This design comes from an exercise in tuning for small area on the open sky130 flow, not from production work.
Function was checked by simulation only, so behaviour that the tests miss may differ from the original.
The clock input has no modelled driver; a real chip could not lean on it and would need a root buffer or a full tree.
No activity file was given, so power comes from the tool's default toggle rates.

<file path="flow/design.v">
module	generic_arbiter_full(busreq,hlock,hclk,hreset,hmaster_lock,hgrant,hready,hwdata,data_out,haddr,addr_out,hburst,htrans,htrans_out,hburst_out,hmaster);
	parameter size=9;
	parameter size_out=4;
	input [8*size-1:0]hwdata;
	input [8*size-1:0]haddr;
	input [3*size-1:0]hburst;
	input [2*size-1:0]htrans;
	input hclk;
	input hreset;
	input hready;
	input  [size-1:0]busreq;
	input [size-1:0]hlock;
	output reg [2:0]hburst_out;
	output reg [1:0]htrans_out;
	output reg hmaster_lock;
	output reg  [size_out-1:0]hgrant;
	output reg [7:0]data_out;
	output reg [7:0]addr_out;
	output reg [size_out-1:0]hmaster;
	integer i;
	reg [size_out-1:0]w_hgrant;
	reg w_hlock;
	always @*
		begin
			w_hgrant=4'd8;
			w_hlock=1'b0;
			for (i=size-1; i>=0; i=i-1)
				if (busreq[i])
					begin
						w_hgrant=i;
						w_hlock=hlock[i];
					end
		end
	reg hlock3;
	reg hlock_c;
	wire [size_out-1:0]ng = !hreset ? 4'd0 : (hmaster_lock ? hgrant : w_hgrant);
	wire [size_out-1:0]nm = !hreset ? 4'd0 : (hready ? hgrant : hmaster);
	always@(posedge hclk)
		begin
			hgrant<=ng;
			if(!hreset)
				hlock3<=1'b0;
			else if(!hmaster_lock)
				hlock3<=w_hlock;
		end
	always@(posedge hclk)
		begin
			hmaster<=nm;
			if(!hreset)
				hlock_c<=1'b0;
			else if(hready)
				hlock_c<=hmaster_lock ? hlock[hgrant] : hlock3;
		end
	reg [7:0]a1g,a1z,d1g,d1m,d1z;
	reg [1:0]t1g,t1z;
	reg [2:0]b1g,b1z;
	reg [size-1:0]g_oh,m_oh;
	reg [7:0]a_ng,d_ng,d_nm;
	reg [1:0]t_ng;
	reg [2:0]b_ng;
	integer j;
	always @*
		for (j=0; j<size; j=j+1)
			begin
				g_oh[j]=(ng==j);
				m_oh[j]=(nm==j);
			end
	wire [size*21-1:0]gin;
	wire [20:0]gsel;
	wire [7:0]msel;
	genvar k,b;
	generate
		for (k=0; k<size; k=k+1)
			begin : tr
				assign gin[21*k+:21]={hburst[3*k+:3],htrans[2*k+:2],hwdata[8*k+:8],haddr[8*k+:8]};
			end
		for (b=0; b<21; b=b+1)
			begin : mg
				wire [size-1:0]v;
				for (k=0; k<size; k=k+1)
					begin : s
						assign v[k]=gin[21*k+b];
					end
				sel9 u(.v(v),.s(g_oh),.o(gsel[b]));
			end
		for (b=0; b<8; b=b+1)
			begin : mm
				wire [size-1:0]v;
				for (k=0; k<size; k=k+1)
					begin : s
						assign v[k]=hwdata[8*k+b];
					end
				sel9 u(.v(v),.s(m_oh),.o(msel[b]));
			end
	endgenerate
	always @*
		begin
			{b_ng,t_ng,d_ng,a_ng}=gsel;
			d_nm=msel;
		end
	always@(posedge hclk)
		begin
			a1g<=a_ng;t1g<=t_ng;b1g<=b_ng;d1g<=d_ng;d1m<=d_nm;
			a1z<=haddr[7:0];t1z<=htrans[1:0];b1z<=hburst[2:0];d1z<=hwdata[7:0];
		end
	reg [7:0]a2z,d2m,d2z;
	reg [1:0]t2z;
	reg [2:0]b2z;
	wire s_g = hreset & hready;	 
	wire s_h = hreset & !hready;	 
	wire s_z = !hreset & hready;	 
	wire s_o = !hreset & !hready;	 
	wire [20:0]own_g = {b1g,t1g,a1g,d1g};
	wire [20:0]own_h = {hburst_out,htrans_out,addr_out,d2m};
	wire [20:0]own_z = {b1z,t1z,a1z,d1z};
	wire [20:0]own_o = {b2z,t2z,a2z,d2z};
	wire [20:0]own_n;
	genvar q;
	generate
		for (q=0; q<21; q=q+1)
			begin : s2
				sel4 u(.v({own_o[q],own_z[q],own_h[q],own_g[q]}),.s({s_o,s_z,s_h,s_g}),.o(own_n[q]));
			end
	endgenerate
	always@(posedge hclk)
		begin
			if(hready)
				begin
					a2z<=a1z;t2z<=t1z;b2z<=b1z;d2z<=d1z;
				end
			data_out<=hready ? d1m : d2m;
			{hburst_out,htrans_out,addr_out,d2m}<=own_n;
		end
	reg busy;
	reg [3:0]cnt;
	wire idle = !htrans_out[1];
	wire ld = !busy && (hburst_out[2:1]!=2'b00);
	reg [3:0]cnt_n;
	reg busy_n,hml_n;
	always @*
		begin
			cnt_n=cnt;
			busy_n=busy;
			hml_n=hmaster_lock;
			if (!busy)
				begin
					cnt_n={hburst_out[2]&hburst_out[1],hburst_out[2],1'b1,!idle};
					busy_n=ld;
					hml_n=ld | hlock_c;
				end
			else if (idle)
				begin
					cnt_n=cnt-4'd1;
					busy_n=(cnt!=4'd0);
					if (cnt[3:1]==3'd0)
						hml_n=hlock_c;
				end
		end
	always@(posedge hclk)
		begin
			cnt<=cnt_n;
			if(!hreset)
				begin
					hmaster_lock<=1'b0;
					busy<=1'b0;
				end
			else
				begin
					hmaster_lock<=hml_n;
					busy<=busy_n;
				end
		end
endmodule
module sel9(v,s,o);
	input [8:0]v;
	input [8:0]s;
	output o;
	wire n0,n1,n2;
	aoi222 g0(.a(v[0]),.b(s[0]),.c(v[1]),.d(s[1]),.e(v[2]),.f(s[2]),.y(n0));
	aoi222 g1(.a(v[3]),.b(s[3]),.c(v[4]),.d(s[4]),.e(v[5]),.f(s[5]),.y(n1));
	aoi222 g2(.a(v[6]),.b(s[6]),.c(v[7]),.d(s[7]),.e(v[8]),.f(s[8]),.y(n2));
	assign o=~(n0&n1&n2);
endmodule
module aoi222(a,b,c,d,e,f,y);
	input a,b,c,d,e,f;
	output y;
	assign y=~((a&b)|(c&d)|(e&f));
endmodule
module sel4(v,s,o);
	input [3:0]v;
	input [3:0]s;
	output o;
	wire n0;
	aoi222 g0(.a(v[0]),.b(s[0]),.c(v[1]),.d(s[1]),.e(v[2]),.f(s[2]),.y(n0));
	assign o=~(n0&~(v[3]&s[3]));
endmodule
</file>
<file path="flow/flow/run.sh">
#!/bin/bash
set -euo pipefail
here=$(pwd)
export BUFFER_PORTS_ARGS="-buffer_cell sky130_fd_sc_hd__buf_1"
export CTS_ARGS="-sink_clustering_enable -repair_clock_nets -dont_use_dummy_load -buf_list sky130_fd_sc_hd__clkbuf_4"
export POST_CTS_TCL="$here/flow/post_cts.tcl"
bash standard.sh > standard.log 2>&1
</file>
<file path="flow/flow/post_cts.tcl">
estimate_parasitics -placement
set changed 0
foreach inst [get_cells -filter "ref_name == sky130_fd_sc_hd__clkbuf_4"] {
  set out [get_pins -of_objects $inst -filter "direction == output"]
  set s [get_property $out slew_max]
  if { $s > 0.075 } {
    puts "post_cts: [get_full_name $inst] slew $s -> clkbuf_8"
    replace_cell $inst sky130_fd_sc_hd__clkbuf_8
    incr changed
  }
}
if { $changed > 0 } {
  detailed_placement
  check_placement -verbose
  estimate_parasitics -placement
}
</file>
<file path="flow/standard.sh">
#!/bin/bash
# synth_recipe.tcl (not shown) runs the flow's synth.tcl, then flattens the netlist and writes it again
# the make line also repeats each setting of config.mk as NAME=value (left out here)
make -C /OpenROAD-flow-scripts/flow DESIGN_CONFIG=/design/flow/config.mk WORK_HOME=/design/flow/orfs CLKGATE_MAP_FILE= SYNTH_SCRIPT=/design/flow/synth_recipe.tcl "${@:-finish}"
</file>
<file path="flow/config.mk">
export PLATFORM = sky130hd
export DESIGN_NAME = generic_arbiter_full
export DESIGN_NICKNAME = generic_arbiter_full
export VERILOG_FILES = /design/flow/design.v
export SDC_FILE = /design/flow/constraint.sdc
export NUM_CORES = 4
export LEC_CHECK = 0
export CAP_MARGIN = 20
export CORE_MARGIN = 2
export CORE_UTILIZATION = 45
export SLEW_MARGIN = 20
export SYNTH_HIERARCHICAL = 1
</file>
<file path="flow/constraint.sdc">
create_clock -name core_clock -period 5.0 [get_ports {hclk}]
set_input_delay 1.0000 -clock core_clock [delete_from_list [all_inputs] [get_ports {hclk}]]
set_output_delay 1.0000 -clock core_clock [all_outputs]
set_load 0.01 [all_outputs]
</file>
==> results.py, run 1 <==
metrics = {
    "yosys": {
        "synth-edff-count": 24,
        "synthFlopType": "dfxtp_1",
        "synth_seq_cells": 116,
        "synth_nets": 626,
        "async_flop_share_pct": 0,
        "ys_warn_count": 7,
        "synth_cell_type_count": 51,
        "synth_common_cells": "108 x a222oi_1, 92 x dfxtp_1, 34 x nand3_1, 24 x edfxtp_1",
        "yosysTopAreaCellShare_pct": 37.28,
        "synth.area.top_cells": "dfxtp_1 37%, a222oi_1 22%, edfxtp_1 15%, a21bo_1 4.3%, nand3_1 3.4%",
        "avgSynthCellArea_sq_um": 11.91,
        "synth_most_common_cell": "a222oi_1",
        "syn_inst": 415,
        "synth_area_sq_um": 4941,
        "synth_top_cell_by_area": "dfxtp_1",
        "seq_area_frac_synth_pct": 51.86,
    },
    "worst_setup_path": {
        "cp_data_required_time_ns": 5.31,
        "critPathTopFamily": "simple AND/OR/NAND/NOR gates",
        "start_kind": "input port",
        "worst-path-buf-inv": 2,
        "crit_slowest_cell": "nor3_2",
        "endpoint_kind": "flop",
        "critPathMaxStageDelay_ns": 0.74,
        "worstPathArrival_ns": 3.58,
        "path_max_fanout": 13,
        "worstSetupPathType": "input port to flop",
        "path_cells": "buf_1 -> nor3b_1 -> o21ai_1 -> and3_4 -> nor3_2 -> buf_4 -> a222oi_1 -> nand3_1",
    },
    "detailed_routing": {
        "routed_wl_um": 18070,
        "drc": 0,
        "via_count": 5258,
        "via_per_inst": 6.483,
        "avgRoutedWirePerCell_um": 22.28,
        "ant_nets": 0,
        "dr.pass1.iters": 12,
        "initialDrtViolationCount": 984,
    },
    "sta": {
        "timing.final.ws_setup_ns": 1.731,
        "skew_ns": 0.02193,
        "setup_viol": 0,
        "finalHoldViolCount": 0,
        "maxSlewHeadroom_pct": 20.63,
        "max_freq_mhz": 305.9,
        "slew_viol_final": 0,
        "setup_tns_ns": 0,
        "post-route-period-util_pct": 65.39,
        "worstMarginPinSlew_ns": 1.189,
        "rsz0062_at_grt": "false",
        "worst_hold_slack_ns": 0.4204,
        "period_needed_ns": 3.269,
    },
    "floorplan": {
        "io_pins": 240,
        "die_y_um": 108.8,
        "start_util_pct": 45.78,
        "fp.coreArea_sq_um": 10790,
        "fp.dieW_um": 108.8,
        "rows": 38,
        "die_area_sq_um": 11830,
    },
    "power_and_ir_drop": {
        "power_frac_comb_pct": 18.4,
        "p_sw_mw": 0.5603,
        "total_power_mw": 2.030,
        "leakagePower_nw": 2.280,
        "clkPwrFrac_pct": 26.1,
        "ir_worst_vdd_uv": 114.7,
        "power.density_cell_area_nw_per_um2": 324.9,
        "seq_power_share_pct": 55.5,
        "switching_share_pct": 27.60,
        "p_int_mw": 1.470,
    },
    "global_routing": {
        "antenna_found_initial": 0,
        "grt_pass1_vias": 5101,
        "grt_pass1_wl_um": 26800,
        "grt_use_total_pct": 29.93,
        "grt_max_degree": 36,
        "overflow": 0,
    },
    "cts": {
        "cts.reportedPaths.clkPinSlew_ns": 0.07,
        "insertion_delay_ns": 0.39,
        "cts_tree": "done",
        "cts.sinks": 116,
    },
    "final_layout": {
        "drive_gt1_share_pct": 8.495,
        "diodes": 0,
        "final_nets": 884,
        "postLayoutCellArea_sq_um": 6248,
        "fin_util_pct": 57.89,
        "stdcell_count": 811,
        "fill_cells": 968,
        "syn_to_final_growth_pct": 26.46,
    },
    "worst_hold_path": {
        "holdCritPathClass": "flop to flop",
    },
    "placement": {
        "dpl_cell_area_sq_um": 6065,
        "dpl.cell_count": 794,
        "dp_slack_ns": 1.409,
        "dp_hpwl_um": 12830,
        "port_buffers": 239,
        "gp_congestion": 0.9194,
    },
    "status": {
        "status": "finished clean",
    },
    "flow_run": {
        "max_cap_viol_count": 0,
    },
}
==> cells by family (layout without fill, tap and decap cells) <==
group	Yosys count	in the layout	synth area share, %
compound gates	160	160	30.36
flops	116	116	51.86
simple gates	102	102	11.47
buf+inv	18	274	1.874
mux	16	16	3.824
xor+xnor	2	2	0.3546
fa+ha+maj	1	1	0.2532
==> layout by cell type, fill, tap and decap left out, types with 2 or more instances in the layout <==
cell type,count
buf_1,238
a222oi_1,108
dfxtp_1,92
nand3_1,34
edfxtp_1,24
a21bo_1,21
nor2_1,19
nand2_1,13
mux2_2,10
inv_1,9
clkbuf_8,9
clkbuf_4,8
o21ai_0,7
buf_4,7
a21oi_1,6
mux2i_1,5
nor3_2,5
o211ai_1,4
nor3_1,4
nor2b_1,3
nor2_2,3
and3_1,3
xnor2_1,2
nand2b_1,2
o22ai_1,2
nor4_4,2
nor2b_2,2
o21ai_1,2
a31oi_1,2
==> cell type report <==
cell class	instances	area, sq um	area share, %
tap	140	175.2	2.803
inverter	10	40.04	0.6408
multi-input combinational	281	2331	37.30
sequential	116	2562	41.01
timing repair buffer	247	955.9	15.30
clock buffer	17	183.9	2.944
==> worst reg2reg max path: cells and delay by family (launching register included) <==
kind                   cells  cell delay [ns]
DFF                        1             0.61
and+or+nand+nor            4             1.41
AOI/OAI and AO/OA          2             0.28
buffers and inverters      2             0.42
==> metal layers <==
metal,up-vias,part of all wire [%],global-route usage [%]
met5,-,0,0
met4,0,1.3,10.99
met3,23,11,5.858
met2,350,48,49.69
met1,2517,40,38.73
li1,2368,-,-
==> flip-flops by register name, indices dropped and copies added (netlist names), 2 cells and up <==
signal / count
htrans_out: 2
hburst_out: 3
d1m: 8
a1g: 8
d2z: 8
t1z: 2
hmaster: 4
t1g: 2
b1g: 3
data_out: 8
addr_out: 8
d1g: 8
a1z: 8
a2z: 8
d1z: 8
cnt: 4
t2z: 2
hgrant: 4
d2m: 8
b2z: 3
b1z: 3
==> power groups by stage <==
stage,Sequential [mW],Combinational [mW],Clock [mW]
floorplan,1.14,0.198,0
global placement,1.15,0.360,0
detailed placement,1.15,0.368,0
global route,1.14,0.406,0.575
finish,1.13,0.374,0.529
==> modules after synthesis, one instance, submodules excluded <==
module / area (sq um) / cells / times used
aoi222: 10.01 / 1 / 108
generic_arbiter_full: 3505 / 257 / 1
sel4: 10.01 / 1 / 21
sel9: 5.005 / 1 / 29
==> final timing paths <==
path	slack, ns	start	depth (start not counted)	to
worst max-delay path	1.73	hreset	8	d1g[7]
worst min-delay path	0.42	d1z[3]	0	d2z[3]
worst max register to register	2.22	hmaster_lock	8	d1g[7]
worst min register to register	0.42	d1z[3]	0	d2z[3]
==> run 2: changes to the inputs <==
--- a/flow/design.v
+++ b/flow/design.v
@@ -19,16 +19,12 @@
 	output reg [size_out-1:0]hmaster;
 	integer i;
+	reg [size-1:0]g_oh,m_oh;
 	reg [size_out-1:0]w_hgrant;
-	reg w_hlock;
 	always @*
 		begin
 			w_hgrant=4'd8;
-			w_hlock=1'b0;
 			for (i=size-1; i>=0; i=i-1)
 				if (busreq[i])
-					begin
-						w_hgrant=i;
-						w_hlock=hlock[i];
-					end
+					w_hgrant=i;
 		end
 	reg hlock3;
@@ -36,4 +32,6 @@
 	wire [size_out-1:0]ng = !hreset ? 4'd0 : (hmaster_lock ? hgrant : w_hgrant);
 	wire [size_out-1:0]nm = !hreset ? 4'd0 : (hready ? hgrant : hmaster);
+	wire hl_sel;
+	sel9 ul(.v({hlock[size-1]&(hmaster_lock|busreq[size-1]),hlock[size-2:0]}),.s(g_oh),.o(hl_sel));
 	always@(posedge hclk)
 		begin
@@ -42,5 +40,5 @@
 				hlock3<=1'b0;
 			else if(!hmaster_lock)
-				hlock3<=w_hlock;
+				hlock3<=hl_sel;
 		end
 	always@(posedge hclk)
@@ -50,10 +48,9 @@
 				hlock_c<=1'b0;
 			else if(hready)
-				hlock_c<=hmaster_lock ? hlock[hgrant] : hlock3;
+				hlock_c<=hmaster_lock ? hl_sel : hlock3;
 		end
 	reg [7:0]a1g,a1z,d1g,d1m,d1z;
 	reg [1:0]t1g,t1z;
 	reg [2:0]b1g,b1z;
-	reg [size-1:0]g_oh,m_oh;
 	reg [7:0]a_ng,d_ng,d_nm;
 	reg [1:0]t_ng;
@@ -191,6 +188,12 @@
 	input [3:0]s;
 	output o;
-	wire n0;
+	wire n0,n1;
 	aoi222 g0(.a(v[0]),.b(s[0]),.c(v[1]),.d(s[1]),.e(v[2]),.f(s[2]),.y(n0));
-	assign o=~(n0&~(v[3]&s[3]));
+	nand2m g1(.a(v[3]),.b(s[3]),.y(n1));
+	nand2m g2(.a(n0),.b(n1),.y(o));
 endmodule
+module nand2m(a,b,y);
+	input a,b;
+	output y;
+	assign y=~(a&b);
+endmodule
==> results.py, run 2 <==
metrics = {
    "status": {
        "status": "finished clean",
    },
    "placement": {
        "gp_congestion": 0.9796,
        "dpl.cell_count": 789,
        "dpl_cell_area_sq_um": 5814,
        "port_buffers": 239,
        "dp_hpwl_um": 12200,
    },
    "final_layout": {
        "stdcell_count": 806,
        "multi_input_area_sq_um": 2072,
        "syn_to_final_growth_pct": 29.50,
        "seq_area_sq_um": 2562,
        "layout_common_cells": "238 x buf_1, 111 x a222oi_1, 92 x dfxtp_1",
        "drive_gt1_share_pct": 7.761,
        "fill_cells": 953,
        "postLayoutCellArea_sq_um": 6010,
        "diodes": 0,
        "final_common_cell": "buf_1",
        "final_nets": 883,
    },
    "sta": {
        "slew_viol_final": 0,
        "rsz0062_at_grt": "false",
        "post-route-period-util_pct": 74.77,
        "period_needed_ns": 3.738,
        "worstMarginPinSlew_ns": 1.163,
        "setup_viol": 0,
        "finalHoldViolCount": 0,
        "max_freq_mhz": 267.5,
        "maxSlewHeadroom_pct": 21.84,
        "skew_ns": 0.02358,
        "setup_tns_ns": 0,
    },
    "global_routing": {
        "grt_pass1_wl_um": 25830,
        "antenna_found_initial": 0,
        "use_met1_pct": 37.56,
        "busiest_layer": "met2",
        "grt_pass1_vias": 4965,
        "overflow": 0,
        "grt_max_degree": 36,
        "grt_use_total_pct": 30.43,
        "grtUsageMet2_pct": 50.46,
        "grt_use_met3_pct": 7.607,
    },
    "yosys": {
        "ys_warn_count": 7,
        "synth_common_cells": "111 x a222oi_1, 92 x dfxtp_1, 51 x nand2_1, 33 x nand3_1, 24 x edfxtp_1",
        "synth_seq_cells": 116,
        "synth_xor_area_share_pct": 0.3775,
        "synthSimpleGateAreaFrac_pct": 12.54,
        "yosysTopAreaCellShare_pct": 39.69,
        "synth_top_cell_by_area": "dfxtp_1",
        "synth.area.top_cells": "dfxtp_1 40%, a222oi_1 24%, edfxtp_1 16%, nand2_1 4.1%, nand3_1 3.6%",
        "yosys.area_share.adder_pct": 0.2696,
        "synth_most_common_cell": "a222oi_1",
        "avgSynthCellArea_sq_um": 11.35,
        "synth_top_family_by_area": "compound AO/OA/AOI/OAI gates",
        "synth-edff-count": 24,
        "synth_compound_area_share_pct": 26.83,
        "synth_nets": 620,
        "synth_area_sq_um": 4641,
        "syn_inst": 409,
        "async_flop_share_pct": 0,
        "synth_cell_type_count": 34,
        "seq_area_frac_synth_pct": 55.22,
        "synthMuxAreaShare_pct": 3.505,
        "synthFlopType": "dfxtp_1",
    },
    "floorplan": {
        "die_y_um": 105.6,
        "fp.coreArea_sq_um": 10180,
        "start_util_pct": 45.57,
        "io_pins": 240,
        "rows": 37,
        "fp.dieW_um": 105.6,
        "die_area_sq_um": 11140,
    },
    "flow_run": {
        "max_cap_viol_count": 0,
    },
    "worst_setup_path": {
        "start_kind": "input port",
        "worstPathArrival_ns": 4.03,
        "cp_data_required_time_ns": 5.29,
        "worstSetupPathType": "input port to flop",
        "r2r_slack_ns": 1.47,
        "endpoint_kind": "flop",
        "path_max_fanout": 13,
    },
    "detailed_routing": {
        "avgRoutedWirePerCell_um": 21.79,
        "dr.pass1.iters": 15,
        "via_count": 5180,
        "ant_nets": 0,
        "drc": 0,
        "initialDrtViolationCount": 925,
        "via_per_inst": 6.427,
        "routed_wl_um": 17570,
    },
    "worst_hold_path": {
        "holdCritPathClass": "flop to flop",
    },
    "cts": {
        "cts_tree": "done",
        "cts.sinks": 116,
        "cts.reportedPaths.clkPinSlew_ns": 0.07,
        "insertion_delay_ns": 0.40,
    },
    "power_and_ir_drop": {
        "leakagePower_nw": 2.145,
        "power.density_cell_area_nw_per_um2": 337.8,
        "ir_worst_vdd_uv": 156.8,
    },
}
-- run 2: worst paths after layout --
check | end | cells past startpoint | from
hold / removal | addr_out[1] | 2 | a2z[1]
setup reg to reg | hlock_c | 10 | hmaster_lock
hold reg to reg | addr_out[1] | 2 | a2z[1]
setup / recovery | hlock_c | 11 | busreq[3]
-- run 2: cell families after synthesis --
kind of cell,after synthesis
fa+ha+maj,1
xor+xnor,2
mux,15
buf+inv,15
compound gates,132
simple gates,128
flops,116
-- run 2: layer usage --
metal / share of wire [%] / vias to the layer above / wire length, um
li1: - / 2325 / -
met1: 39 / 2426 / 6766
met2: 47 / 389 / 8258
met3: 11 / 40 / 1972
met4: 3.2 / 0 / 568
met5: 0 / - / 0
-- run 2: power by group --
group	switching (mW)	internal, mW
Sequential	0.0594	1.07
Combinational	0.207	0.159
Clock	0.291	0.241
Total	0.557	1.47
-- run 2: area by class of cell --
class	count	area share, %
clock buffers	17	3.165
inverters	9	0.5621
multi-input cells	278	34.48
flip-flops and latches	116	42.64
well taps	136	2.832
repair buffers	250	16.32
-- run 2: modules after synthesis, one instance, submodules excluded, a selection --
module | cells | cell area [sq um] | flops+latches | copies in the design
aoi222 | 1 | 10.01 | 0 | 111
generic_arbiter_full | 226 | 3222 | 116 | 1
nand2m | 1 | 3.754 | 0 | 42
sel9 | 1 | 5.005 | 0 | 30
-- run 2: through the flow --
stage	worst slack, ns	hold slack (ns)	power [mW]	utilization, %
final	1.262	0.4189	2.030	59.00
after global routing	1.025	0.4364	2.123	59.00
after detailed placement	0.9470	0.4164	1.509	57.09
after global placement	1.072	0.4136	1.500	57.09
after floorplan	1.263	0.4089	1.327	-
-- run 2: worst max-delay path, cell delays in order --
cell,delay (ns)
buf_1,0.10
nor3_1,0.34
o31ai_1,0.15
o2111ai_1,0.33
inv_1,0.27
nor3_2,0.92
buf_4,0.35
a222oi_1,0.13
nand3_1,0.13
mux2i_1,0.09
a211oi_1,0.23
==> run 3: changes to the inputs <==
==> flow/flow/post_cts.tcl (replaced) <==
set MAXS 14
set MAXD 60.0
set block [ord::get_db_block]
set dbu [$block getDefUnits]
estimate_parasitics -placement

proc leaf_info {block inst} {
  set net [[$inst findITerm X] getNet]
  set sinks {}
  foreach it [$net getITerms] {
    if {[$it isOutputSignal]} { continue }
    lappend sinks $it
  }
  return [list $net $sinks]
}
proc centroid {sinks} {
  set sx 0; set sy 0; set n 0
  foreach it $sinks {
    set inst [$it getInst]
    set loc [$inst getLocation]
    set sx [expr {$sx + [lindex $loc 0]}]; set sy [expr {$sy + [lindex $loc 1]}]; incr n
  }
  if {$n == 0} { return {0 0} }
  return [list [expr {$sx / $n}] [expr {$sy / $n}]]
}

# leaf buffers: clock buffers whose loads are all flip-flops
set leaves {}
foreach inst [$block getInsts] {
  set m [[$inst getMaster] getName]
  if {![string match "sky130_fd_sc_hd__clkbuf_*" $m]} { continue }
  if {![string match "clkbuf_*hclk" [$inst getName]]} { continue }
  lassign [leaf_info $block $inst] net sinks
  set allff 1
  foreach it $sinks { if {![string match "*df*" [[[$it getInst] getMaster] getName]]} { set allff 0 } }
  if {$allff && [llength $sinks] > 0} { lappend leaves $inst }
}
puts "post_cts: [llength $leaves] leaf clock buffers"

set merged 1
while {$merged} {
  set merged 0
  set best {}
  set bestd 1e18
  foreach a $leaves {
    lassign [leaf_info $block $a] na sa
    lassign [centroid $sa] ax ay
    foreach b $leaves {
      if {$a == $b} { continue }
      lassign [leaf_info $block $b] nb sb
      if {[llength $sa] + [llength $sb] > $MAXS} { continue }
      lassign [centroid $sb] bx by
      set d [expr {hypot($ax - $bx, $ay - $by) / double($dbu)}]
      if {$d < $MAXD && $d < $bestd} { set bestd $d; set best [list $a $b] }
    }
  }
  if {$best != {}} {
    lassign $best a b
    lassign [leaf_info $block $a] na sa
    lassign [leaf_info $block $b] nb sb
    foreach it $sb { $it disconnect; $it connect $na }
    set inb [$b findITerm A]
    $inb disconnect
    [$b findITerm X] disconnect
    puts "post_cts: merged [$b getName] into [$a getName] ([llength $sa]+[llength $sb] sinks, [format %.1f $bestd] um)"
    odb::dbInst_destroy $b
    odb::dbNet_destroy $nb
    set i [lsearch -exact $leaves $b]
    set leaves [lreplace $leaves $i $i]
    set merged 1
  }
}

# move each leaf buffer to the centroid of its sinks
foreach a $leaves {
  lassign [leaf_info $block $a] na sa
  lassign [centroid $sa] ax ay
  $a setLocation $ax $ay
}
detailed_placement
estimate_parasitics -placement

foreach inst [get_cells -filter "ref_name =~ sky130_fd_sc_hd__clkbuf_*"] {
  if {![string match "clkbuf_*hclk" [get_full_name $inst]]} { continue }
  set out [get_pins -of_objects $inst -filter "direction == output"]
  set s [get_property $out slew_max]
  set ref [get_property $inst ref_name]
  if { $s > 0.075 && $ref != "sky130_fd_sc_hd__clkbuf_8" && $ref != "sky130_fd_sc_hd__clkbuf_16" } {
    puts "post_cts: [get_full_name $inst] slew $s -> clkbuf_8"
    replace_cell $inst sky130_fd_sc_hd__clkbuf_8
  }
}
detailed_placement
check_placement -verbose
estimate_parasitics -placement
set mx 0
foreach p [get_pins -hierarchical */CLK] { set s [get_property $p slew_max]; if {$s > $mx} {set mx $s} }
puts "post_cts: max flip-flop clock slew (placement estimate) $mx"
==> results.py, run 3 <==
metrics = {
    "power_and_ir_drop": {
        "ir_worst_vdd_uv": 190.0,
        "p_sw_mw": 0.5465,
        "p_int_mw": 1.410,
        "clkPwrFrac_pct": 23.5,
        "total_power_mw": 1.956,
        "switching_share_pct": 27.93,
        "leakagePower_nw": 2.113,
        "seq_power_share_pct": 57.8,
        "power.density_cell_area_nw_per_um2": 328.4,
        "power_frac_comb_pct": 18.7,
    },
    "detailed_routing": {
        "ant_nets": 0,
        "via_count": 5123,
        "dr.pass1.iters": 13,
        "initialDrtViolationCount": 975,
        "via_per_inst": 6.412,
        "routed_wl_um": 17590,
        "avgRoutedWirePerCell_um": 22.01,
        "drc": 0,
    },
    "yosys": {
        "yosysTopAreaCellShare_pct": 39.69,
        "synth-edff-count": 24,
        "ys_warn_count": 7,
        "synthFlopType": "dfxtp_1",
        "synth_area_sq_um": 4641,
        "async_flop_share_pct": 0,
        "synth_seq_cells": 116,
        "synth_cell_type_count": 34,
        "seq_area_frac_synth_pct": 55.22,
        "synth_nets": 620,
        "synth_common_cells": "111 x a222oi_1, 92 x dfxtp_1, 51 x nand2_1, 33 x nand3_1, 24 x edfxtp_1",
        "synth_top_cell_by_area": "dfxtp_1",
        "synth.area.top_cells": "dfxtp_1 40%, a222oi_1 24%, edfxtp_1 16%, nand2_1 4.1%, nand3_1 3.6%",
        "avgSynthCellArea_sq_um": 11.35,
        "syn_inst": 409,
        "synth_most_common_cell": "a222oi_1",
    },
    "sta": {
        "worst_hold_slack_ns": 0.4344,
        "max_freq_mhz": 270.7,
        "skew_ns": 0.02346,
        "period_needed_ns": 3.694,
        "worstMarginPinSlew_ns": 1.140,
        "finalHoldViolCount": 0,
        "rsz0062_at_grt": "false",
        "setup_tns_ns": 0,
        "maxSlewHeadroom_pct": 23.43,
        "post-route-period-util_pct": 73.88,
        "setup_viol": 0,
        "slew_viol_final": 0,
    },
    "floorplan": {
        "die_y_um": 105.6,
        "io_pins": 240,
        "rows": 37,
        "die_area_sq_um": 11140,
        "fp.coreArea_sq_um": 10180,
        "start_util_pct": 45.57,
        "fp.dieW_um": 105.6,
    },
    "final_layout": {
        "diodes": 0,
        "final_nets": 876,
        "fin_util_pct": 58.49,
        "final_common_cell": "buf_1",
        "stdcell_count": 799,
        "drive_gt1_share_pct": 6.787,
        "syn_to_final_growth_pct": 28.36,
        "layout_common_cells": "238 x buf_1, 111 x a222oi_1, 92 x dfxtp_1",
    },
    "placement": {
        "port_buffers": 239,
        "gp_congestion": 0.9796,
        "dpl.cell_count": 789,
        "dp_hpwl_um": 12200,
    },
    "cts": {
        "cts.sinks": 116,
        "cts.reportedPaths.clkPinSlew_ns": 0.09,
        "insertion_delay_ns": 0.38,
    },
    "worst_setup_path": {
        "worstSetupPathType": "input port to flop",
        "start_kind": "input port",
        "path_max_fanout": 13,
        "cp_data_required_time_ns": 5.30,
        "worstPathArrival_ns": 3.99,
        "endpoint_kind": "flop",
    },
    "global_routing": {
        "grt_use_total_pct": 30.42,
        "grt_max_degree": 36,
        "grt_pass1_wl_um": 25780,
        "grt_pass1_vias": 4917,
        "antenna_found_initial": 0,
        "overflow": 0,
    },
    "worst_hold_path": {
        "holdCritPathClass": "flop to flop",
    },
    "status": {
        "status": "finished clean",
    },
    "flow_run": {
        "max_cap_viol_count": 0,
    },
}
==> run 3: worst max-delay path: stages <==
cell and delay (ns):
buf_1 0.10, nor3_1 0.34, o31ai_1 0.14, o2111ai_1 0.32, inv_1 0.26, nor3_2 0.89
buf_4 0.35, a222oi_1 0.13, nand3_1 0.13, mux2i_1 0.09, a211oi_1 0.23
==> run 3: metal layers <==
layer	GRT usage, %	share of wire (%)	up-vias	wire length (um)
met4	13.82	2.9	0	512
met2	50.92	48	364	8413
li1	-	-	2309	-
met3	7.236	11	34	1936
met1	37.16	38	2416	6725
met5	0	0	-	0
==> run 3: cell type report <==
| class | instances | area (sq um) |
|---|---|---|
| inverter | 9 | 33.78 |
| timing repair buffer | 250 | 980.9 |
| sequential | 116 | 2562 |
| multi-input combinational | 278 | 2072 |
| fill | 951 | 4228 |
| tap | 136 | 170.2 |
| clock buffer | 10 | 137.6 |
==> run 3: kinds of logic after synthesis <==
family,after synthesis,share of synthesized area [%]
simple gates,128,12.54
buf+inv,15,1.267
flops,116,55.22
mux,15,3.505
compound gates,132,26.83
xor+xnor,2,0.3775
fa+ha+maj,1,0.2696
==> run 3: worst paths after layout <==
check,cells past startpoint,slack [ns],from,endpoint
min,0,0.43,a1z[4],a2z[4]
min reg2reg,0,0.43,a1z[4],a2z[4]
max reg2reg,10,1.50,hmaster_lock,hlock_c
max,11,1.31,busreq[3],hlock_c
==> run 3: metrics by stage <==
step	setup slack, ns	cell area [sq um]
floorplan	1.263	4641
global placement	1.072	5814
detailed placement	0.9470	5814
global route	1.013	5957
finish	1.306	5957
==> run 3: Yosys stat by module, one instance, submodules excluded, a selection <==
module | copies in the design | flops+latches | cell area (sq um)
aoi222 | 111 | 0 | 10.01
nand2m | 42 | 0 | 3.754
sel9 | 30 | 0 | 5.005
generic_arbiter_full | 1 | 116 | 3222
==> run 3: power groups by stage <==
stage | clock network, mW | registers [mW] | logic [mW]
floorplan | 0 | 1.14 | 0.184
global placement | 0 | 1.15 | 0.349
detailed placement | 0 | 1.15 | 0.358
global route | 0.498 | 1.14 | 0.400
finish | 0.459 | 1.13 | 0.366
==> run 4: changes to the inputs <==
--- a/flow/config.mk
+++ b/flow/config.mk
@@ -8,5 +8,5 @@
 export CAP_MARGIN = 20
 export CORE_MARGIN = 2
-export CORE_UTILIZATION = 45
+export CORE_UTILIZATION = 55
 export SLEW_MARGIN = 20
 export SYNTH_HIERARCHICAL = 1
==> results.py, run 4 <==
metrics = {
    "status": {
        "status": "finished clean",
    },
    "yosys": {
        "synth_top_family_by_area": "compound AO/OA/AOI/OAI gates",
        "synth-edff-count": 24,
        "synthMuxAreaShare_pct": 3.505,
        "synth_top_cell_by_area": "dfxtp_1",
        "synth_area_sq_um": 4641,
        "synthFlopType": "dfxtp_1",
        "synth_most_common_cell": "a222oi_1",
        "ys_warn_count": 7,
        "synth.area.top_cells": "dfxtp_1 40%, a222oi_1 24%, edfxtp_1 16%, nand2_1 4.1%, nand3_1 3.6%",
        "synth_nets": 620,
        "synth_cell_type_count": 34,
        "synthSimpleGateAreaFrac_pct": 12.54,
        "synth_seq_cells": 116,
        "synth_compound_area_share_pct": 26.83,
        "synth_xor_area_share_pct": 0.3775,
        "avgSynthCellArea_sq_um": 11.35,
        "seq_area_frac_synth_pct": 55.22,
        "syn_inst": 409,
        "yosys.area_share.adder_pct": 0.2696,
        "synth_common_cells": "111 x a222oi_1, 92 x dfxtp_1, 51 x nand2_1, 33 x nand3_1, 24 x edfxtp_1",
        "async_flop_share_pct": 0,
        "yosysTopAreaCellShare_pct": 39.69,
    },
    "sta": {
        "worstMarginPinSlew_ns": 1.150,
        "rsz0062_at_grt": "false",
        "period_needed_ns": 3.724,
        "setup_tns_ns": 0,
        "timing.final.ws_setup_ns": 1.276,
        "setup_viol": 0,
        "post-route-period-util_pct": 74.48,
        "max_freq_mhz": 268.5,
        "maxSlewHeadroom_pct": 23.35,
        "skew_ns": 0.03137,
        "finalHoldViolCount": 0,
        "slew_viol_final": 0,
    },
    "final_layout": {
        "drive_gt1_share_pct": 6.938,
        "diodes": 0,
        "syn_to_final_growth_pct": 27.82,
        "final_common_cell": "buf_1",
        "layout_common_cells": "238 x buf_1, 111 x a222oi_1, 92 x dfxtp_1",
        "final_nets": 876,
    },
    "power_and_ir_drop": {
        "p_sw_mw": 0.5567,
        "seq_power_share_pct": 57.2,
        "p_int_mw": 1.427,
        "ir_worst_vdd_uv": 187.5,
        "power_frac_comb_pct": 18.5,
        "switching_share_pct": 28.06,
        "clkPwrFrac_pct": 24.3,
        "power.density_cell_area_nw_per_um2": 334.4,
        "leakagePower_nw": 2.117,
    },
    "worst_setup_path": {
        "critPathMaxStageDelay_ns": 0.60,
        "worstSetupPathType": "input port to flop",
        "path_cells": "buf_1 -> inv_2 -> or4_1 -> o31a_1 -> and4_1 -> a222oi_1 -> nand3_1 -> mux2i_1 -> a211oi_1",
        "worstPathArrival_ns": 3.97,
        "path_max_fanout": 22,
        "start_kind": "input port",
        "crit_slowest_cell": "and4_1",
        "endpoint_kind": "flop",
        "cp_data_required_time_ns": 5.25,
    },
    "cts": {
        "cts.reportedPaths.clkPinSlew_ns": 0.08,
        "insertion_delay_ns": 0.40,
        "cts.sinks": 116,
    },
    "floorplan": {
        "start_util_pct": 56.48,
        "die_y_um": 95.86,
        "io_pins": 240,
        "die_area_sq_um": 9188,
        "fp.dieW_um": 95.86,
        "rows": 33,
        "fp.coreArea_sq_um": 8217,
    },
    "global_routing": {
        "antenna_found_initial": 0,
        "grt_pass1_wl_um": 25050,
        "grt_pass1_vias": 4904,
        "grt_use_total_pct": 36.92,
        "overflow": 0,
        "grt_max_degree": 24,
    },
    "placement": {
        "dp_hpwl_um": 11720,
        "gp_congestion": 0.9412,
        "port_buffers": 239,
        "dp_slack_ns": 0.9891,
    },
    "detailed_routing": {
        "routed_wl_um": 17520,
        "via_per_inst": 6.829,
        "via_count": 5245,
        "avgRoutedWirePerCell_um": 22.81,
        "drc": 0,
        "dr.pass1.iters": 15,
        "initialDrtViolationCount": 1001,
        "ant_nets": 0,
    },
    "worst_hold_path": {
        "holdCritPathClass": "flop to flop",
    },
    "flow_run": {
        "max_cap_viol_count": 0,
    },
}
-- run 4: cell families after synthesis --
| group | Yosys count |
|---|---|
| AOI/OAI and AO/OA | 132 |
| and+or+nand+nor | 128 |
| DFF | 116 |
| buffers and inverters | 15 |
| muxes | 15 |
| xor gates and xnor gates | 2 |
| adders and majority gates | 1 |
-- run 4: path summary, 6_finish.rpt --
| check | start | end | slack (ns) | cells past startpoint |
|---|---|---|---|---|
| worst max-delay path | hreset | hlock_c | 1.28 | 9 |
| worst min-delay path | d1z[6] | d2z[6] | 0.42 | 0 |
| worst max register to register | hmaster_lock | hlock_c | 1.66 | 9 |
| worst min register to register | d1z[6] | d2z[6] | 0.42 | 0 |
-- run 4: worst max-delay path, delay by kind of cell --
kind / cells / cell delay [ns]
buffers and inverters: 2 / 0.59
muxes: 1 / 0.18
and+or+nand+nor: 3 / 1.28
AOI/OAI and AO/OA: 3 / 0.91
-- run 4: per-module statistics from Yosys (local to each module, per instance), excerpt --
module / area [sq um] / flops+latches / cells
generic_arbiter_full: 3222 / 116 / 226
aoi222: 10.01 / 0 / 1
sel9: 5.005 / 0 / 1
nand2m: 3.754 / 0 / 1
-- run 4: power by group through the flow --
stage | sequential (mW) | combinational [mW] | clock, mW
3_5_place_dp | 1.15 | 0.356 | 0
5_1_grt | 1.14 | 0.399 | 0.524
3_3_place_gp | 1.15 | 0.345 | 0
2_1_floorplan | 1.14 | 0.184 | 0
6_report | 1.13 | 0.367 | 0.482
-- run 4: through the flow --
step	instance area [sq um]	hold WS, ns	instances	utilization, %	power [mW]
3_5_place_dp	5766	0.4181	756	70.17	1.508
5_1_grt	5932	0.4273	768	72.19	2.068
3_3_place_gp	5761	0.4121	756	70.11	1.496
2_1_floorplan	4641	0.4089	409	-	1.327
6_report	5932	0.4205	768	72.19	1.984
-- run 4: final cells by class --
| type | instances | area, sq um |
|---|---|---|
| inverters | 9 | 33.78 |
| repair buffers | 249 | 980.9 |
| flip-flops and latches | 116 | 2562 |
| multi-input cells | 278 | 2072 |
| well taps | 105 | 131.4 |
| fillers | 664 | 2285 |
| clock buffers | 11 | 151.4 |
-- run 4: metal layers --
layer	up-vias	GRT usage (%)	share of wire, %
li1	2306	-	-
met1	2403	44.26	35
met2	487	61.13	48
met3	49	10.81	14
met4	0	17.26	2.4
met5	-	0	0
==> run 5: changes to the inputs <==
--- a/flow/design.v
+++ b/flow/design.v
@@ -58,9 +58,15 @@
 	integer j;
 	always @*
-		for (j=0; j<size; j=j+1)
-			begin
-				g_oh[j]=(ng==j);
-				m_oh[j]=(nm==j);
-			end
+		begin
+			for (j=0; j<size-1; j=j+1)
+				begin
+					g_oh[j]=(ng[2:0]==j);
+					m_oh[j]=(nm[2:0]==j);
+				end
+			g_oh[0]=g_oh[0] & !ng[3];
+			m_oh[0]=m_oh[0] & !nm[3];
+			g_oh[size-1]=ng[3];
+			m_oh[size-1]=nm[3];
+		end
 	wire [size*21-1:0]gin;
 	wire [20:0]gsel;
--- a/flow/config.mk
+++ b/flow/config.mk
@@ -8,5 +8,5 @@
 export CAP_MARGIN = 20
 export CORE_MARGIN = 2
-export CORE_UTILIZATION = 55
+export CORE_UTILIZATION = 45
 export SLEW_MARGIN = 20
 export SYNTH_HIERARCHICAL = 1
==> results.py, run 5 <==
metrics = {
    "status": {
        "status": "finished clean",
    },
    "sta": {
        "rsz0062_at_grt": "false",
        "worstMarginPinSlew_ns": 1.129,
        "setup_tns_ns": 0,
        "slew_viol_final": 0,
        "setup_viol": 0,
        "skew_ns": 0.02197,
        "period_needed_ns": 3.432,
        "max_freq_mhz": 291.4,
        "worst_hold_slack_ns": 0.4262,
        "maxSlewHeadroom_pct": 24.74,
        "finalHoldViolCount": 0,
        "post-route-period-util_pct": 68.63,
    },
    "detailed_routing": {
        "via_count": 5093,
        "dr.pass1.iters": 9,
        "routed_wl_um": 17570,
        "drc": 0,
        "ant_nets": 0,
        "via_per_inst": 6.406,
        "avgRoutedWirePerCell_um": 22.10,
        "initialDrtViolationCount": 942,
    },
    "final_layout": {
        "fill_cells": 932,
        "syn_to_final_growth_pct": 29.04,
        "layout_common_cells": "238 x buf_1, 111 x a222oi_1, 92 x dfxtp_1",
        "final_nets": 872,
        "multi_input_area_sq_um": 2059,
        "diodes": 0,
        "final_common_cell": "buf_1",
        "drive_gt1_share_pct": 7.132,
        "seq_area_sq_um": 2562,
    },
    "power_and_ir_drop": {
        "leakagePower_nw": 2.145,
        "ir_worst_vdd_uv": 140.2,
        "power.density_cell_area_nw_per_um2": 333.5,
        "total_power_mw": 1.993,
    },
    "worst_setup_path": {
        "critPathTopFamily": "simple AND/OR/NAND/NOR gates",
        "worst-path-buf-inv": 2,
        "worstSetupPathType": "input port to flop",
        "cp_data_required_time_ns": 5.29,
        "critPathMaxStageDelay_ns": 0.72,
        "crit_slowest_cell": "nor3b_2",
        "worstPathArrival_ns": 3.72,
        "start_kind": "input port",
        "path_cells": "buf_1 -> or4_1 -> a32o_2 -> nor3b_2 -> buf_4 -> a222oi_1 -> nand3_1 -> mux2i_1 -> a211oi_1",
        "endpoint_kind": "flop",
        "path_max_fanout": 13,
    },
    "global_routing": {
        "grt_pass1_vias": 4992,
        "overflow": 0,
        "antenna_found_initial": 0,
        "grt_max_degree": 28,
        "grt_use_total_pct": 31.07,
        "grt_pass1_wl_um": 26270,
    },
    "yosys": {
        "yosys.area_share.adder_pct": 0.2701,
        "synthSimpleGateAreaFrac_pct": 12.43,
        "synth_nets": 614,
        "synth_most_common_cell": "a222oi_1",
        "seq_area_frac_synth_pct": 55.32,
        "ys_warn_count": 7,
        "synth_seq_cells": 116,
        "avgSynthCellArea_sq_um": 11.49,
        "syn_inst": 403,
        "synth_top_family_by_area": "compound AO/OA/AOI/OAI gates",
        "synthFlopType": "dfxtp_1",
        "synth_xor_area_share_pct": 0.3782,
        "synth_cell_type_count": 35,
        "synth_top_cell_by_area": "dfxtp_1",
        "synth_common_cells": "111 x a222oi_1, 92 x dfxtp_1, 50 x nand2_1, 31 x nand3_1, 24 x edfxtp_1",
        "synthMuxAreaShare_pct": 3.755,
        "async_flop_share_pct": 0,
        "yosysTopAreaCellShare_pct": 39.76,
        "synth.area.top_cells": "dfxtp_1 40%, a222oi_1 24%, edfxtp_1 16%, nand2_1 4.1%, nand3_1 3.3%",
        "synth_area_sq_um": 4632,
        "synth-edff-count": 24,
        "synth_compound_area_share_pct": 26.50,
    },
    "worst_hold_path": {
        "holdCritPathClass": "flop to flop",
    },
    "placement": {
        "gp_congestion": 0.9681,
        "port_buffers": 239,
        "dp_hpwl_um": 11970,
    },
    "floorplan": {
        "fp.coreArea_sq_um": 10140,
        "die_area_sq_um": 11120,
        "start_util_pct": 45.69,
        "io_pins": 240,
        "rows": 37,
        "fp.dieW_um": 105.5,
        "die_y_um": 105.5,
    },
    "cts": {
        "cts.reportedPaths.clkPinSlew_ns": 0.07,
        "insertion_delay_ns": 0.39,
        "cts.sinks": 116,
    },
    "flow_run": {
        "max_cap_viol_count": 0,
    },
}
[run 5: changes by cell type after synthesis, moves of 2 or more]
| cell | change |
|---|---|
| o21ai_0 | -6 |
| nor3b_1 | +3 |
| nand3_1 | -2 |
| nor2_1 | +2 |
| nor4_1 | +4 |
| inv_1 | +3 |
| inv_2 | -2 |
| and2_1 | -2 |
| nor3_1 | -5 |
[run 5: worst reg2reg max path, delay by kind of cell, from the launching register on]
kind / cells / cell delay (ns)
muxes: 1 / 0.09
buffers and inverters: 1 / 0.37
AOI/OAI and AO/OA: 4 / 0.94
DFF: 1 / 0.64
and+or+nand+nor: 3 / 1.11
[run 5: area by class of cell]
type,instances,share of cell area [%]
flip-flops and latches,116,42.87
clock buffers,12,2.659
repair buffers,250,16.54
well taps,136,2.847
multi-input cells,271,34.46
inverters,10,0.6280
[run 5: per-module statistics from Yosys (local to each module, per instance), excerpt]
module | flip-flops and latches | cells
aoi222 | 0 | 1
generic_arbiter_full | 116 | 220
sel9 | 0 | 1
nand2m | 0 | 1
[run 5: through the flow]
stage	setup slack (ns)	cells	utilization, %	cell area [sq um]
2_1_floorplan	0.9101	403	-	4632
3_3_place_gp	1.431	780	56.93	5772
3_5_place_dp	1.255	783	57.32	5812
5_1_grt	1.438	795	58.95	5977
6_report	1.568	795	58.95	5977
[run 5: metal layers]
layer  vias up  global-route usage, %  part of all wire (%)
met5         -                      0                     0
li1       2293                      -                     -
met1      2411                  40.01                    40
met2       358                  50.18                    47
met3        31                  8.472                    11
met4         0                  11.14                   1.9
[run 5: cells by family after synthesis]
kind of cell	count (synthesis)
multiplexers	16
AND/OR/NAND/NOR	126
XOR/XNOR	2
adder cells (fa/ha/maj)	1
AO/OA/AOI/OAI	126
flip-flops	116
buffers and inverters	16
[run 5: worst paths after layout]
check	start	to	slack (ns)	cells after the start
max	busreq[4]	hlock_c	1.57	9
min	a2z[0]	addr_out[0]	0.43	2
max reg2reg	hmaster_lock	hlock_c	1.76	9
min reg2reg	a2z[0]	addr_out[0]	0.43	2
[run 5: power by group]
part           switching, mW  internal (mW)
Combinational          0.209          0.162
Clock                  0.285          0.206
Sequential            0.0612           1.07
==> run 6: changes to the inputs <==
--- a/flow/config.mk
+++ b/flow/config.mk
@@ -8,5 +8,5 @@
 export CAP_MARGIN = 20
 export CORE_MARGIN = 2
-export CORE_UTILIZATION = 45
+export CORE_UTILIZATION = 55
 export SLEW_MARGIN = 20
 export SYNTH_HIERARCHICAL = 1
==> results.py, run 6 <==
metrics = {
    "status": {
        "status": "finished clean",
    },
    "worst_hold_path": {
        "hold_start": "d1z[6]",
        "holdPathStages": 0,
        "hold_path_end": "d2z[6]",
        "holdCritPathClass": "flop to flop",
    },
    "final_layout": {
        "final_nets": 869,
        "final_common_cell": "buf_1",
        "layout_common_cells": "238 x buf_1, 111 x a222oi_1, 92 x dfxtp_1",
        "stdcell_count": 761,
        "drive_gt1_share_pct": 6.860,
        "syn_to_final_growth_pct": 27.31,
        "postLayoutCellArea_sq_um": 5897,
        "diodes": 0,
    },
    "power_and_ir_drop": {
        "total_power_mw": 1.980,
        "ir_worst_vdd_uv": 224.8,
        "power.density_cell_area_nw_per_um2": 335.8,
        "leakagePower_nw": 2.124,
    },
    "global_routing": {
        "grt_use_total_pct": 35.88,
        "grt_pass1_vias": 4846,
        "grt_pass1_wl_um": 24450,
        "antenna_found_initial": 0,
        "overflow": 0,
        "grt_max_degree": 30,
    },
    "detailed_routing": {
        "via_count": 5235,
        "routed_wl_um": 16670,
        "dr.pass1.iters": 13,
        "ant_nets": 0,
        "initialDrtViolationCount": 1022,
        "drc": 0,
        "avgRoutedWirePerCell_um": 21.91,
        "via_per_inst": 6.879,
    },
    "yosys": {
        "avgSynthCellArea_sq_um": 11.49,
        "synth-edff-count": 24,
        "synth_area_sq_um": 4632,
        "synth_cell_type_count": 35,
        "synth_seq_cells": 116,
        "synth.area.top_cells": "dfxtp_1 40%, a222oi_1 24%, edfxtp_1 16%, nand2_1 4.1%, nand3_1 3.3%",
        "async_flop_share_pct": 0,
        "seq_area_frac_synth_pct": 55.32,
        "synth_nets": 614,
        "synth_top_cell_by_area": "dfxtp_1",
        "synth_most_common_cell": "a222oi_1",
        "yosysTopAreaCellShare_pct": 39.76,
        "ys_warn_count": 7,
        "synth_common_cells": "111 x a222oi_1, 92 x dfxtp_1, 50 x nand2_1, 31 x nand3_1, 24 x edfxtp_1",
        "syn_inst": 403,
        "synthFlopType": "dfxtp_1",
    },
    "worst_setup_path": {
        "start_kind": "input port",
        "worstPathArrival_ns": 3.46,
        "worst-path-buf-inv": 2,
        "worstSetupPathType": "input port to flop",
        "r2r-start": "hmaster_lock",
        "r2r_slack_ns": 2.24,
        "path_cells": "buf_1 -> inv_1 -> or3_1 -> a222oi_1 -> nand3_1 -> mux2i_1 -> a211oi_1",
        "endpoint_kind": "flop",
        "critPathMaxStageDelay_ns": 0.88,
        "reg2reg_depth": 8,
        "crit_slowest_cell": "or3_1",
        "path_max_fanout": 22,
        "cp_data_required_time_ns": 5.25,
        "worstSetupStartpoint": "hreset",
        "critPathTopFamily": "simple AND/OR/NAND/NOR gates",
        "r2r-end": "hlock_c",
    },
    "floorplan": {
        "fp.coreArea_sq_um": 8175,
        "fp.dieW_um": 95.77,
        "io_pins": 240,
        "die_area_sq_um": 9172,
        "die_y_um": 95.77,
        "start_util_pct": 56.66,
        "rows": 33,
    },
    "sta": {
        "finalHoldViolCount": 0,
        "period_needed_ns": 3.201,
        "rsz0062_at_grt": "false",
        "slew_viol_final": 0,
        "post-route-period-util_pct": 64.01,
        "maxSlewHeadroom_pct": 28.73,
        "worstMarginPinSlew_ns": 1.068,
        "worst_hold_slack_ns": 0.4192,
        "setup_tns_ns": 0,
        "setup_viol": 0,
        "max_freq_mhz": 312.4,
        "skew_ns": 0.02091,
    },
    "placement": {
        "dpl_cell_area_sq_um": 5733,
        "port_buffers": 239,
        "dpl.cell_count": 749,
        "gp_congestion": 0.8617,
        "dp_hpwl_um": 11110,
    },
    "cts": {
        "insertion_delay_ns": 0.39,
        "cts.reportedPaths.clkPinSlew_ns": 0.08,
        "cts.sinks": 116,
    },
    "flow_run": {
        "max_cap_viol_count": 0,
    },
}
==> run 6: cells by family after synthesis <==
family	after synthesis	share of synthesized area, %
xor+xnor	2	0.3782
mux	16	3.755
simple gates	126	12.43
flops	116	55.32
buf+inv	16	1.351
fa+ha+maj	1	0.2701
compound gates	126	26.50
==> run 6: metrics by stage <==
stage	util, %	setup slack (ns)
after global placement	70.13	1.490
after detailed placement	70.13	1.324
after global routing	72.13	1.709
after floorplan	-	0.9101
final	72.13	1.799
==> run 6: worst register-to-register path: cells and delay by family, from the launching register on <==
kind,cells,cell delay [ns]
compound gates,4,0.98
simple gates,3,0.96
flops,1,0.64
mux,1,0.08
==> run 6: worst max path at each step <==
stage	endpoint	slack, ns	cells after the start
2_1_floorplan	hlock_c	0.91	7
5_1_grt	hlock_c	1.71	7
6_report	hlock_c	1.80	7
3_3_place_gp	d1m[0]	1.49	7
3_5_place_dp	d1m[7]	1.32	7
==> run 6: power by group <==
part           switching, mW  internal (mW)  leakage, nW
Combinational          0.204          0.159         1.03
Sequential            0.0626           1.07         1.01
Clock                  0.279          0.205       0.0837
Total                  0.546           1.43         2.12
==> run 6: area by class of cell <==
cell class              instances  area [sq um]
inverters                      10         37.54
multi-input cells             271          2048
repair buffers                247         958.4
clock buffers                  12         158.9
flip-flops and latches        116          2562
well taps                     105         131.4
fillers                       650          2278
==> run 6: modules after synthesis (local to each module, per instance), excerpt <==
| module | cell area, sq um | flip-flops and latches |
|---|---|---|
| generic_arbiter_full | 3213 | 116 |
| sel9 | 5.005 | 0 |
| aoi222 | 10.01 | 0 |
| nand2m | 3.754 | 0 |
==> run 6: routing by layer <==
metal	vias to the layer above	track usage (%)	share of wire [%]
met1	2472	46.76	37
met5	-	0	0
met3	47	10.26	14
met2	431	56.93	46
met4	0	13.45	3.0
li1	2285	-	-

static timing again, ports no longer ideal:
In the flow no input, the clock included, has a driving cell. The finished layouts below were timed again as built, in two steps.
Step 1: set_driving_cell puts a clkbuf_16 on hclk and a buf_2 on each other input, an assumption about the parent block.
Step 2 adds t to the input delays and takes it off the output delays; t is the mean of the earliest and latest rising clock arrival at the registers after step 1. Input paths then give back, and output paths get back, about the clock's delay inside the block.
Slacks: no drivers / after step 1 / after step 2; pairs: no drivers / after step 1.
run	t, ns	slack for setup (ns)	worst hold slack (ns)	cell pins on the clock port's net
run 1	0.415	1.731 / 1.743 / 1.327	0.420 / 0.420 / 0.420	1
run 2	0.420	1.262 / 1.274 / 0.854	0.419 / 0.419 / 0.419	1
run 3	0.404	1.306 / 1.318 / 0.914	0.434 / 0.434 / 0.434	1
run 4	0.411	1.276 / 1.277 / 0.866	0.420 / 0.420 / 0.420	1
run 5	0.413	1.568 / 1.584 / 1.171	0.426 / 0.426 / 0.426	1
run 6	0.414	1.799 / 1.789 / 1.374	0.419 / 0.419 / 0.419	1
After both steps every run listed still meets setup and hold. The setup slack of run 6, which loses most, moves by -0.010 ns with the drivers and by -0.425 ns with both steps.
